This design comes from an exercise in tuning for small area on the open sky130 flow, not from production work.
Function was checked by simulation only, so behaviour that the tests miss may differ from the original.
Power figures rest on the tool's default switching activity, not on a simulated workload.

== red ==
Design uart_top, start of the top module:
module uart_top (
  input  logic        pclk,
  input  logic        presetn,
  input  logic        psel,
  input  logic        penable,
  input  logic        pwrite,
  input  logic [31:0] paddr,
  input  logic [31:0] pwdata,
  input  logic        uart_rxd,
  output logic        pready,
  output logic [31:0] prdata,
  output logic        uart_txd,
  output logic        uart_intpt
);
==> flow/config.mk <==
export PLATFORM = sky130hd
export DESIGN_NAME = uart_top
export DESIGN_NICKNAME = uart_top
export VERILOG_FILES = /design/flow/design.v
export SDC_FILE = /design/flow/constraint.sdc
export NUM_CORES = 4
export LEC_CHECK = 0
export CAP_MARGIN = 0
export CORE_MARGIN = 2
export CORE_UTILIZATION = 72
export SLEW_MARGIN = 0
==> flow/constraint.sdc <==
create_clock -name core_clock -period 10.0 [get_ports {pclk}]
set_input_delay 2.0000 -clock core_clock [delete_from_list [all_inputs] [get_ports {pclk}]]
set_output_delay 2.0000 -clock core_clock [all_outputs]
set_load 0.01 [all_outputs]
standard.sh (not shown) runs the stock make flow with config.mk's settings and CLKGATE_MAP_FILE= SYNTH_SCRIPT=/design/flow/synth_recipe.tcl, a recipe that flattens the netlist after the stock synthesis.
==> flow/flow/run.sh <==
#!/bin/bash
set -euo pipefail
export BUFFER_PORTS_ARGS="-buffer_cell sky130_fd_sc_hd__buf_1"
export CTS_ARGS="-sink_clustering_enable -repair_clock_nets -sink_clustering_size 30 -sink_clustering_max_diameter 100 -buf_list sky130_fd_sc_hd__clkbuf_16 -dont_use_dummy_load"
bash standard.sh finish > standard.log 2>&1
Inputs modified between red and blue:
- putting CTS_CLUSTER_DIAMETER at 50 where nothing was set
- putting CTS_CLUSTER_SIZE at 20 where nothing was set
- swapping 72 for 65 in CORE_UTILIZATION
- putting CTS_BUF_LIST at sky130_fd_sc_hd__clkbuf_8 where nothing was set
[summary]
blue went all the way through the flow, and no timing, DRC or antenna check failed. Run comparison: red type of the worst setup path register to primary output; blue type of the worst setup path input pin to primary output. Largest net degree at the start of global routing down 1 in blue wrt red. Per the comparison of blue with red, fmax closely matched the old numbers; placeable core region climbed 10%.
Modified inputs, green compared to blue
- CTS_CLUSTER_SIZE removed (was 20)
- CTS_BUF_LIST removed (was sky130_fd_sc_hd__clkbuf_8)
- CTS_CLUSTER_DIAMETER removed (was 50)
==> flow/flow/run.sh <==
#!/bin/bash
# The standard layout (standard.sh) with these changes:
#  - port buffers are buf_1 cells;
#  - before global placement, cells are swapped for same-area variants with more drive
#    (flow/same_area_upsize.tcl);
#  - clock tree synthesis uses clkbuf_16 cells on clusters of up to 30 sinks and inserts no
#    dummy loads.
# The full output of the flow goes to standard.log.
set -euo pipefail
export BUFFER_PORTS_ARGS="-buffer_cell sky130_fd_sc_hd__buf_1"
export PRE_GLOBAL_PLACE_TCL="$PWD/flow/same_area_upsize.tcl"
export RECOVER_POWER=100
export CTS_ARGS="-sink_clustering_enable -repair_clock_nets -sink_clustering_size 30 -sink_clustering_max_diameter 100 -buf_list sky130_fd_sc_hd__clkbuf_16 -dont_use_dummy_load"
bash standard.sh finish > standard.log 2>&1
==> flow/flow/same_area_upsize.tcl (new file) <==
# Swap cells for the variant of the same area with the larger drive (and max capacitance),
# so that fewer nets need repair buffers. Registers are not touched.
set swaps {
  sky130_fd_sc_hd__o21ai_0   sky130_fd_sc_hd__o21ai_1
  sky130_fd_sc_hd__a21boi_0  sky130_fd_sc_hd__a21boi_1
  sky130_fd_sc_hd__and2_0    sky130_fd_sc_hd__and2_1
  sky130_fd_sc_hd__o311ai_0  sky130_fd_sc_hd__o311ai_1
  sky130_fd_sc_hd__or2_0     sky130_fd_sc_hd__or2_1
}
set n 0
foreach inst [get_cells *] {
  set ref [get_property $inst ref_name]
  set i [lsearch -exact $swaps $ref]
  if { $i >= 0 && $i % 2 == 0 } {
    replace_cell $inst [lindex $swaps [expr {$i + 1}]]
    incr n
  }
}
puts "same_area_upsize: swapped $n cells"
==> comparison <==
The layout from green, despite a flow that completed every stage, fails the layout checks, with the failing checks listed as capacitance limit, slew limit.
Taking blue as the reference, in green filler cell count in the final layout now sits higher, critical path depth now sits higher, final core area utilization now sits lower.
Input changes introduced in orange (baseline for comparison: green):
-- flow/flow/run.sh --
<<< green, line 10
export BUFFER_PORTS_ARGS="-buffer_cell sky130_fd_sc_hd__buf_1"
export PRE_GLOBAL_PLACE_TCL="$PWD/flow/same_area_upsize.tcl"
export RECOVER_POWER=100
export CTS_ARGS="-sink_clustering_enable -repair_clock_nets -sink_clustering_size 30 -sink_clustering_max_diameter 100 -buf_list sky130_fd_sc_hd__clkbuf_16 -dont_use_dummy_load"
bash standard.sh finish > standard.log 2>&1
>>> orange, line 10
export BUFFER_PORTS_ARGS="-buffer_cell sky130_fd_sc_hd__buf_1"
export PRE_GLOBAL_PLACE_TCL="$PWD/flow/same_area_upsize.tcl"
export CTS_ARGS="-sink_clustering_enable -repair_clock_nets -sink_clustering_size 30 -sink_clustering_max_diameter 100 -buf_list sky130_fd_sc_hd__clkbuf_16 -dont_use_dummy_load"
bash standard.sh finish > standard.log 2>&1
orange can be clocked faster than green. The signed area change from the synthesized netlist to the final layout of orange exceeds that of green by 0.60 points. Combinational cell fraction of total power for orange is higher than for green. green -> orange: internal portion of total power flat. Taking green as the reference, in orange wire length has remained practically unchanged; via count now sits at about the same level; final worst-path cycle share decreased by 14 points relative to the old numbers; register-to-register setup slack now sits higher; total power stayed essentially flat. Comparing area occupied by multi-input gates for green and orange, the smaller number came from green. Comparing orange against green, there is no change at all in starting density of the core. orange has completed all stages; timing, DRC and antenna checks passed.

* * *

exp/onyx:
uart_top, a different RTL version from the one above (not shown whole).
Size in the first run: roughly 1400 cells after synthesis, ~460 flip-flops.
==> flow/config.mk <==
export PLATFORM = sky130hd
export DESIGN_NAME = uart_top
export DESIGN_NICKNAME = uart_top
export VERILOG_FILES = /design/flow/design.v
export SDC_FILE = /design/flow/constraint.sdc
export NUM_CORES = 4
export LEC_CHECK = 0
export CAP_MARGIN = 0
export CORE_MARGIN = 2
export CORE_UTILIZATION = 65
export CTS_BUF_LIST = sky130_fd_sc_hd__clkbuf_8
export CTS_CLUSTER_DIAMETER = 50
export CTS_CLUSTER_SIZE = 20
export SLEW_MARGIN = 0
==> flow/constraint.sdc <==
create_clock -name core_clock -period 10.0 [get_ports {pclk}]
set_input_delay 2.0000 -clock core_clock [delete_from_list [all_inputs] [get_ports {pclk}]]
set_output_delay 2.0000 -clock core_clock [all_outputs]
set_load 0.01 [all_outputs]
run.sh (not shown) runs the stock make flow with config.mk's settings and CLKGATE_MAP_FILE= SYNTH_SCRIPT=/design/flow/synth_recipe.tcl, a recipe that flattens the netlist after the stock synthesis.
Stock flow here: none of the scripts above is used.
Relative to exp/onyx, the following input files were edited for exp/violet:
==> flow/flow/run.sh (new file) <==
#!/bin/bash
set -euo pipefail
export BUFFER_PORTS_ARGS="-buffer_cell sky130_fd_sc_hd__buf_1"
export CTS_ARGS="-sink_clustering_enable -repair_clock_nets -buf_list sky130_fd_sc_hd__clkbuf_8 -dont_use_dummy_load"
bash standard.sh finish > standard.log 2>&1
==> flow/standard.sh (new file) <==
#!/bin/bash
# synth_recipe.tcl (not shown) runs the flow's synth.tcl, then flattens the netlist and writes it again
# the make line also repeats each setting of config.mk as NAME=value (left out here)
make -C /OpenROAD-flow-scripts/flow DESIGN_CONFIG=/design/flow/config.mk WORK_HOME=/design/flow/orfs CLKGATE_MAP_FILE= SYNTH_SCRIPT=/design/flow/synth_recipe.tcl "${@:-finish}"
removed: flow/run.sh
## What came out
Going from exp/onyx to exp/violet, post-layout minimum cycle time -0.78 ns; net switching power dropped about 6%.
Summary of exp/violet over exp/onyx: clock share of power +1.5 points, total wirelength of the detailed-routed design higher, final area fell about 0.6%.
Non-clock buffer total of the final layout was higher in the run labelled exp/violet.
Summary of exp/violet over exp/onyx: amount of wire on met2 after detailed routing lower, power now larger, share of the clock period used by the worst path after layout now smaller, minimum setup slack in the final design higher.
The following lists how exp/cedar was set up differently from exp/violet:
==> flow/flow/run.sh <==
#!/bin/bash
set -euo pipefail
export BUFFER_PORTS_ARGS="-buffer_cell sky130_fd_sc_hd__buf_1"
export CTS_ARGS="-sink_clustering_enable -repair_clock_nets -sink_clustering_size 10 -sink_clustering_max_diameter 30 -buf_list sky130_fd_sc_hd__clkbuf_4 -dont_use_dummy_load"
bash standard.sh finish > standard.log 2>&1
Results
Compare exp/violet and exp/cedar | sequential share of layout area lower: exp/violet
Diff exp/violet -> exp/cedar: fraction of the core area covered by cells at the end of the flow lost 1.2 points; internal power summed over all cells lost about 10%.
Clock-buffer cell count in exp/cedar is 12 higher than in exp/violet
exp/cedar vs. exp/violet: fraction of power consumed by the clock network went down by 5.9 points.
Transition time at the pin with the least slew margin down 0.011 ns in exp/cedar wrt exp/violet
Comparing the two runs side by side, exp/cedar comes out ahead of exp/violet on violation count after the first detailed-route iteration.
Detailed-route via count went up slightly going from exp/violet to exp/cedar.
## Diff of input files: exp/indigo against exp/cedar
==> flow/flow/run.sh <==
#!/bin/bash
set -euo pipefail
export BUFFER_PORTS_ARGS="-buffer_cell sky130_fd_sc_hd__buf_1"
export CTS_ARGS="-sink_clustering_enable -repair_clock_nets -sink_clustering_size 18 -sink_clustering_max_diameter 100 -buf_list sky130_fd_sc_hd__clkbuf_8 -dont_use_dummy_load"
bash standard.sh finish > standard.log 2>&1
[summary]
- Final worst-path setup slack: exp/indigo and exp/cedar compared, lower one is exp/indigo
- When exp/indigo is set beside exp/cedar, its proportion of power drawn by the clock network turns out to be 4.3 points smaller.
- | achievable clock frequency | exp/indigo vs exp/cedar | worse |
- met1 usage, exp/indigo and exp/cedar, higher one = exp/indigo.
- Clock tree buffer count of the final layout: exp/indigo vs exp/cedar down 66%
--- input diff exp/indigo..exp/delta ---
# exp/indigo
export LEC_CHECK = 0
export CAP_MARGIN = 0
export CORE_MARGIN = 2
export CORE_UTILIZATION = 65
export CTS_BUF_LIST = sky130_fd_sc_hd__clkbuf_8
export CTS_CLUSTER_DIAMETER = 50
export CTS_CLUSTER_SIZE = 20
export SLEW_MARGIN = 0
create_clock -name core_clock -period 10.0 [get_ports {pclk}]
# exp/delta
export LEC_CHECK = 0
export CAP_MARGIN = 0
export CORE_MARGIN = 2
export CORE_UTILIZATION = 78
export CTS_BUF_LIST = sky130_fd_sc_hd__clkbuf_8
export CTS_CLUSTER_DIAMETER = 50
export CTS_CLUSTER_SIZE = 20
export SLEW_MARGIN = 0
create_clock -name core_clock -period 10.0 [get_ports {pclk}]
==> flow/flow/run.sh <==
#!/bin/bash
set -euo pipefail
export BUFFER_PORTS_ARGS="-buffer_cell sky130_fd_sc_hd__buf_1"
export CTS_ARGS="-sink_clustering_enable -repair_clock_nets -sink_clustering_size 30 -sink_clustering_max_diameter 100 -buf_list sky130_fd_sc_hd__clkbuf_16 -dont_use_dummy_load"
bash standard.sh finish > standard.log 2>&1
exp/delta finished every stage and its layout cleared the timing, DRC and antenna checks.
Measured against each other, exp/delta and exp/indigo differ in worst hold slack, the higher figure coming from exp/delta.
Compared exp/indigo against exp/delta; proportion of cell area occupied by registers within noise.
| cell count | higher: exp/indigo |
Going from exp/indigo to exp/delta, total power draw grew by a few percent.

==> separate check: timing with driven ports <==
The flow's constraints put no driver on any port. The routed layouts listed below were extracted and timed again, unchanged, in two steps. Step 1 (the two cells are an assumption about what drives the block):
set clk [get_ports {pclk}]
set_driving_cell -lib_cell sky130_fd_sc_hd__clkbuf_16 $clk
set_driving_cell -lib_cell sky130_fd_sc_hd__buf_2 [delete_from_list [all_inputs] $clk]
Step 2, shift: input delay + t, output delay - t, t = (earliest + latest rising clock arrival at the registers) / 2. This alone moves slack from input paths to output paths. Three values: no drivers, after step 1, after step 2; two values: the first two.
run	t (ns)	setup slack, ns	worst hold slack (ns)
red	0.575	3.849 / 3.797 / 3.914	0.459 / 0.459 / 0.459
blue	0.586	3.865 / 3.827 / 3.842	0.468 / 0.468 / 0.468
green	0.577	2.368 / 2.314 / 2.891	0.466 / 0.466 / 0.466
orange	0.580	3.778 / 3.721 / 3.877	0.466 / 0.466 / 0.466
exp/onyx	0.629	3.281 / 3.216 / 3.216	0.433 / 0.433 / 0.433
exp/violet	0.613	4.058 / 4.021 / 4.021	0.440 / 0.440 / 0.440
exp/cedar	0.781	4.066 / 4.026 / 4.026	0.443 / 0.443 / 0.443
exp/indigo	0.649	4.040 / 4.002 / 4.002	0.449 / 0.449 / 0.449
exp/delta	0.565	4.052 / 4.009 / 4.009	0.455 / 0.455 / 0.455
For exp/onyx, which loses most, drivers alone change the setup slack by -0.065 ns; drivers and shift together by -0.065 ns.
